This is an optimization exercise on Yosys and OpenROAD, whose aim is small area, not a production implementation.
The RTL was checked by simulation tests, not by an equivalence proof against the original design.
No activity file was given, so power comes from the tool's default toggle rates.

`design/flow/config.mk`:
```
export PLATFORM = sky130hd
export DESIGN_NAME = top
export DESIGN_NICKNAME = top
export VERILOG_FILES = /design/flow/design.v
export SDC_FILE = /design/flow/constraint.sdc
export NUM_CORES = 4
export LEC_CHECK = 0
export CAP_MARGIN = 20
export CORE_MARGIN = 2
export CORE_UTILIZATION = 40
export SLEW_MARGIN = 20
```
`design/flow/constraint.sdc`:
```
create_clock -name core_clock -period 5.0 [get_ports {clk}]
set_input_delay 1.0000 -clock core_clock [delete_from_list [all_inputs] [get_ports {clk}]]
set_output_delay 1.0000 -clock core_clock [all_outputs]
set_load 0.01 [all_outputs]
```
`design/flow/design.v`:
```
module count99(input clk, input rst, input en, input clr, output reg [6:0] Count, output loop);
always @ (posedge clk or negedge rst)
begin
  if (~rst)
	Count <= 0;    
  else if (clr)
	Count <= 0;
  else if (en) begin
	if ( Count == 99 )
	  Count <= 0;
	else
	  Count <= Count + 1;   
  end
end
assign loop = (Count == 99);
endmodule
module count59(input clk, input rst, input en, input clr, input ud, output reg [6:0] Count, output loop);
always @ (posedge clk or negedge rst)
begin
  if (~rst)
	Count <= 0;    
  else if (clr)
	Count <= 0;
  else if (en) begin
	if ( Count == 59 & ud )
	  Count <= 0;
	else if ( Count == 00 & ~ud)
	  Count <= 59;
	else if (ud)
	  Count <= Count + 1;   
	else Count <= Count - 1;
  end
end
assign loop = (Count == 59)&ud | (Count == 00)&~ud;
endmodule
module countc59(input clk, input rst, input en, input clr, input ud, output reg [6:0] Count);
always @ (posedge clk or negedge rst)
begin
  if (~rst)
	Count <= 0;    
  else if (clr)
	Count <= 0;
  else if (en) begin
	if (ud)
	  Count <= 0;
	else
	  Count <= Count + 1;   
  end
end
endmodule
module count23(input clk, input rst, input en, input ud, output reg [6:0] Count);
always @ (posedge clk or negedge rst)
begin
  if (~rst)
	Count <= 0;    
  else if (en) begin
	if ( Count == 23 & ud )
	  Count <= 0;
	else if ( Count == 00 & ~ud)
	  Count <= 23;
	else if (ud)
	  Count <= Count + 1;   
	else Count <= Count - 1;
  end
end
endmodule
module edgedet(input clk, input rst, input sig, output pulse);
reg q;
always @ (posedge clk or negedge rst)
begin
  if (~rst)
	q <= 1'b1;
  else
	q <= sig;
end
assign pulse = sig & ~q;
endmodule
module statemModo(input clk, reset, h, output r, ah, am, c, aj_h, aj_m);
reg [3:0] state;
parameter r0=4'd0, r1=4'd1, ah0=4'd2, ah1=4'd3, am0=4'd4, am1=4'd5, c0=4'd6, c1=4'd7, aj_h0=4'd8, aj_h1=4'd9, aj_m0=4'd10, aj_m1=4'd11;
assign r = (state == r0 | state == r1);
assign c = (state == c0 | state == c1);
assign ah = (state == ah0 | state == ah1);
assign am = (state == am0 | state == am1);
assign aj_h = (state == aj_h0 | state == aj_h1);
assign aj_m = (state == aj_m0 | state == aj_m1);
always @(posedge clk or negedge reset)
 	begin
      	if (reset==0)
           	state <= r0;
      	else
           	case (state)
                	r0:
                     	if ( h == 1'b1 ) state <= r1;
                	r1:
                     	if ( h == 1'b0 ) state <= ah0;
                	ah0:
                     	if ( h == 1'b1 ) state <= ah1;
                	ah1:
                     	if ( h == 1'b0 ) state <= am0;
                	am0:
                     	if ( h == 1'b1 ) state <= am1;
                	am1:
                     	if ( h == 1'b0 ) state <= c0;
                	c0:
                     	if ( h == 1'b1 ) state <= c1;
                	c1:
                     	if ( h == 1'b0 ) state <= aj_h0;
                	aj_h0:
                     	if ( h == 1'b1 ) state <= aj_h1;
                	aj_h1:
                     	if ( h == 1'b0 ) state <= aj_m0;
                	aj_m0:
                     	if ( h == 1'b1 ) state <= aj_m1;
                	aj_m1:
                     	if ( h == 1'b0 ) state <= r0;
                	default: ;
           	endcase
 	end
endmodule
module statemMais(input clk, reset, h, r, c, t, output al, at,  c_start);
reg [3:0] state;
parameter al0=4'd0, al1=4'd1, ad0=4'd2, ad1=4'd3, at0=4'd4, at1=4'd5, c_start0=4'd6, c_start1=4'd7, c_stop0=4'd8, c_stop1=4'd9;
  assign al = (state == al0 | state == al1) ^(state == at0 | state == at1);
  assign at = (state == at0 | state == at1);
assign c_start = (state == c_start0 | state == c_start1);
  always @(posedge clk or negedge reset)
 	begin
   	if (reset==0)
        	state <= ad0;
      	else
           	case (state)
                	ad0:
                  	if ( h == 1'b1 & r == 1'b1 & t == 1'b0 & c == 1'b0) state <= ad1;
                 	else if (c == 1'b1) state <= c_stop0;
                	ad1:
                     	if ( h == 1'b0 & r == 1'b1 & t == 1'b0 & c == 1'b0) state <= al0;
                     	else if (c == 1'b1) state <= c_stop0;
                	al0:
                  	if ( h == 1'b1 & r == 1'b1 & t == 1'b0 &c == 1'b0) state <= al1;
                     	else if(t == 1'b1) state <= at0;
                     	else if (c == 1'b1) state <= c_stop0;
                	al1:
                   	if ( h == 1'b0 & r == 1'b1 & t == 1'b0 & c == 1'b0) state <= ad0;
                     	else if(t == 1'b1) state <= at0;
                     	else if (c == 1'b1) state <= c_stop0;
                	at0:
                     	if ( h == 1'b1 & r == 1'b1 & t == 1'b1 & c == 1'b0) state <= at1;
             	else if(t==1'b0) state <= ad0;
                   	else if (c == 1'b1) state <= c_stop0;
                	at1:
                  	if ( h == 1'b0 & r == 1'b1 & t == 1'b1 & c == 1'b0) state <= ad0;
             	else if(t==1'b0) state <= ad0;
                    	else if(c == 1'b1) state <= c_stop0;
                	c_start0:
                     	if ( h == 1'b1 & c == 1'b1 ) state <= c_start1;
                     	else if(c == 1'b0) state <= ad0;
                	c_start1:
                     	if ( h == 1'b0 & c == 1'b1 ) state <= c_stop0;
                     	else if(c == 1'b0) state <= ad0;
                	c_stop0:
                     	if ( h == 1'b1 & c == 1'b1 ) state <= c_stop1;
                     	else if(c == 1'b0) state <= ad0;
                	c_stop1:
                     	if ( h == 1'b0 & c == 1'b1 ) state <= c_start0;
             	else if(c == 1'b0) state <= ad0;
                	default: ;
           	endcase
 	end
endmodule
module relogio(input clk, res, modo, mais, menos, output [6:0] h,m,s, output alarmeon, som);
wire outs, outs1, routs, routs1, aouts, aouts1;
wire start;
wire [6:0] sc, sr, sa, mc, mr, ma;
wire [6:0] hr, ha, cs;
wire r, c, ajusteHa, ajusteMa, ajusteHr, ajusteMr;
wire nc_relogioM , nc_relogioH, nc_alarmeM, nc_alarmeH;
wire en_seg, en_min, en_rmin, en_rhor, en_amin, en_ahor;
assign nc_relogioM = (ajusteMr & mais)?mais:
(ajusteMr & menos)?menos:(~routs);
assign nc_relogioH = (ajusteHr & mais)?mais:
(ajusteHr & menos)?menos:(~routs1);
assign nc_alarmeM = (ajusteMa & mais)?mais:
(ajusteMa & menos)?menos:(~aouts);
assign nc_alarmeH = (ajusteHa & mais)?mais:
(ajusteHa & menos)?menos:(~aouts1);
wire ud = ~menos | mais;
wire zera = menos;    
edgedet e_seg (clk, res, ~outs, en_seg);
edgedet e_min (clk, res, ~outs1, en_min);
edgedet e_rmin(clk, res, nc_relogioM, en_rmin);
edgedet e_rhor(clk, res, nc_relogioH, en_rhor);
edgedet e_amin(clk, res, nc_alarmeM, en_amin);
edgedet e_ahor(clk, res, nc_alarmeH, en_ahor);
count99 cent(clk, res, start, zera, cs, outs);
count59 seg(clk, res, en_seg, zera, ud, sc, outs1);
countc59 min(clk, res, en_min, zera, ud, mc);
count59 rseg(clk, res, 1'b1, 1'b0, ud, sr, routs);
count59 rmin(clk, res, en_rmin, 1'b0, ud, mr, routs1);
count23 rhor(clk, res, en_rhor, ud, hr);
assign sa = 7'd0;
assign aouts = (sa == 59)&ud | (sa == 00)&~ud;
count59 amin(clk, res, en_amin, 1'b0, ud, ma, aouts1);
count23 ahor(clk, res, en_ahor, ud, ha);
assign h = (c)?mc:
   	(ajusteHa | ajusteMa)?ha:hr;
assign m = (c)?sc:
   	(ajusteHa | ajusteMa)?ma:mr;
assign s = (c)?cs:
   	(ajusteHa | ajusteMa)?sa:sr;
wire at;
  wire igual = (hr==ha & mr==ma);
assign som = igual  & at &alarmeon;
 statemModo maq(clk,res,modo,r,ajusteHa,ajusteMa,c,ajusteHr,ajusteMr);
  statemMais maq2(clk,res,mais, r, c, igual, alarmeon, at, start);
endmodule
module top(input clk,res,modo,mais,menos,output[6:0] h,m,s, output alarmeon, som);
  relogio C(clk,res,modo,mais,menos,h,m,s,alarmeon,som);
endmodule
```
`design/flow/run.sh`:
```
#!/bin/bash
# synth_recipe.tcl (not shown) runs the flow's synth.tcl, then flattens the netlist and writes it again
# the make line also repeats each setting of config.mk as NAME=value (left out here)
make -C /OpenROAD-flow-scripts/flow DESIGN_CONFIG=/design/flow/config.mk WORK_HOME=/design/flow/orfs CLKGATE_MAP_FILE= SYNTH_SCRIPT=/design/flow/synth_recipe.tcl finish
```
==> qor.csv <==
metric,value,unit
vias,4657,
holdPathStages,1,
critPathSlowestCell,nor4b_2,
rows,42,
min_to,C.min.Count[2],
track_usage,0.195,
drc_errors,0,
instances_no_fill,820,
cap_violations,0,
grt_max_degree,62,
synthDistinctLibCells,70,
setup_tns,0,ns
status,finished clean,
htree_levels,3,
setup.worst_path.end_class,primary output,
clock_sinks,70,
synth_seq_area_share,0.327,
post_cts_buffers,0,
yosysWarnings,7,
tightest_slew,0.908,ns
r2r-end,C.maq2.state[3],
clk_latency,0.34,ns
fin_crit,3.87,ns
cp_data_arrival_time,2.87,ns
synth_area,5380,sq um
maxSlewViolCount,0,
power.leakage,2.64,nW
die_area,14400,sq um
cts_resized,0,
r2r_setup_slack,2.52,ns
synth_top_flop_cell,dfrtp_1,
clk_pin_slew_worst_paths,0.06,ns
io_pins,28,
port-buffer-count,27,
hold_viol_final,0,
area_delta_synth_final,12.9,%
skew,0.00858,ns
utilization,0.460,
rsz0062_at_grt,false,
place_inst,804,
synth-seq-cells,70,
path_cells,xor2_1 -> nor4_1 -> nor4b_2 -> and3_1 -> clkdlybuf4s50_1,
hold_path.class,flop to flop,
crit_fanout,6,
cp.buffers_inverters,1,
ant_nets,0,
grt_pass1_vias,4605,
layout_commonest_cell,dfrtp_1,
cp-start-kind,flop,
diodes,0,
regToRegStartpoint,C.amin.Count[2],
numCtsBuffers,9,
drive_gt1_frac,0.0683,
dpl-instance-area,5790,sq um
synth_edf_count,0,
post_drt_wl_per_cell,16.2,um
slew_headroom,0.395,
holdBufCountCts,0,
dp_hpwl,9.70,mm
fin_area,6070,sq um
period_share,0.773,
critPathKind,flop to primary output,
antenna_found_initial,0,
r2r_cells,6,
wl,13.3,mm
hp-start,C.min.Count[2],
setup_viol,0,
root_buffer,clkbuf_16,
synth_nets,666,
mostFrequentLayoutCells,"63 x dfrtp_1, 52 x nand2_1, 47 x nor2_1, 45 x a21oi_1, 36 x ha_1",
cts_tree,done,
max_freq,0.259,GHz
async_flop_share,1.00,
p_per_area,549,nW/um^2
die_x,120,um
postSynthAreaPerCell,8.69,sq um
initial_core_util,0.408,
synth_cells,619,
grt_pass1_wl,22.6,mm
fp.dieH,120,um
ir_drop,266,uV
overflow,0,
vias_per_cell,5.68,
final_nets,686,
cp_slowest_stage_delay,0.65,ns
required,4.00,ns
cts_buffer_depth,2,
drt_pass1_iterations,4,
path_delay_family,simple AND/OR/NAND/NOR gates,
drt_iter0_drc,266,
gp_congestion,0.860,
core_area,13200,sq um
[kinds of logic (layout without fill, tap and decap cells)]
kind of cell / Yosys count / count (layout) / share of synthesized area
simple gates: 213 / 213 / 0.209
fa+ha+maj: 42 / 42 / 0.106
xor+xnor: 37 / 37 / 0.0603
compound gates: 176 / 176 / 0.205
buf+inv: 58 / 83 / 0.0470
flops: 70 / 70 / 0.327
mux: 23 / 23 / 0.0449
[registers in the layout, indices dropped and copies added, names as in the netlist]
signal and cells:
C.ahor.Count 7, C.amin.Count 7, C.cent.Count 7, C.min.Count 7
C.rhor.Count 7, C.rmin.Count 7, C.rseg.Count 7, C.seg.Count 7
C.maq.state 4, C.maq2.state 4, C.e_ahor.q 1, C.e_amin.q 1
C.e_min.q 1, C.e_rhor.q 1, C.e_rmin.q 1, C.e_seg.q 1
[routing by layer]
layer | wire length [um] | GRT usage | part of all wire | up-vias
met3 | 578 | 0.0485 | 0.044 | 12
met4 | 161 | 0.0507 | 0.012 | 0
met1 | 6230 | 0.253 | 0.47 | 2281
met5 | 0 | 0 | 0 | -
met2 | 6310 | 0.325 | 0.48 | 95
li1 | - | - | - | 2269
[synth_stat cells, types with 5 or more instances]
cell	count	area, sq um
a211oi_1	10	75.1
a21o_1	11	82.6
a21oi_1	45	225
a22o_1	7	61.3
and2_1	8	50.1
and3_1	8	50.1
buf_2	7	35.0
clkbuf_1	13	48.8
dfrtp_1	63	1580
dfstp_2	7	184
fa_1	6	120
ha_1	36	450
inv_1	31	116
mux2_1	6	67.6
mux2i_1	14	140
nand2_1	52	195
nand2b_1	10	62.6
nand3_1	13	65.1
nand3b_1	5	37.5
nand4_1	9	56.3
nor2_1	47	176
nor2b_1	12	75.1
nor3_1	15	75.1
o211ai_1	5	37.5
o21a_1	7	52.6
o21ai_0	32	160
o21ai_1	23	115
o31ai_1	8	60.1
or3_1	7	43.8
xnor2_1	25	219
xor2_1	12	105
[worst max-delay path by stage]
stage / slack, ns / to / startpoint / cells after the start
5_1_grt: 1.00 / C.rmin.Count[6] / mais / 11
2_1_floorplan: 1.37 / C.ahor.Count[6] / mais / 11
4_1_cts: 1.17 / som / C.ahor.Count[5] / 5
3_5_place_dp: 0.91 / C.rmin.Count[6] / mais / 11
3_3_place_gp: 0.94 / C.rmin.Count[6] / mais / 11
6_report: 1.13 / som / C.amin.Count[2] / 5
[power by group]
part / internal (mW) / leakage (nW) / total, mW / switching (mW)
sequential: 0.717 / 0.875 / 0.991 / 0.274
clock: 0.362 / 0.140 / 0.607 / 0.245
combinational: 0.860 / 1.63 / 1.74 / 0.876
[stage by stage]
step                      setup slack, ns  total power [mW]  hold slack, ns
after global routing                 1.00              3.60           0.514
after detailed placement            0.907              2.72           0.474
after floorplan                      1.37              2.11           0.453
final                                1.13              3.33           0.484
after global placement              0.945              2.69           0.468
after CTS                            1.17              3.35           0.489
[area by class of cell]
cell class | count | area [sq um]
clock inverter | 3 | 18.8
inverter | 32 | 120
multi-input combinational | 491 | 3370
clock buffer | 13 | 260
fill | 1260 | 7120
sequential | 70 | 1760
timing repair buffer | 35 | 325
tap | 176 | 220

-- static timing again, ports no longer ideal --
Ports are ideal in the flow. The routed layout listed here was re-timed in OpenROAD.
Step 1 assumes that a clkbuf_16 drives the clock port and a buf_2 every other input.
Step 2 times the ports against the registers' clock, not the clock port: input delays grow and output delays shrink by t, the midpoint of the rising clock arrivals with the driver on.
a / b / c = no drivers / after step 1 / after step 2; a / b = the first two.
t, ns: 0.372
slack for setup (ns): 1.133 / 1.097 / 0.835
hold WS [ns]: 0.484 / 0.484 / 0.484
After both steps this run still meets setup and hold. For this run, drivers alone change the setup slack by -0.036 ns; drivers and shift together by -0.298 ns.
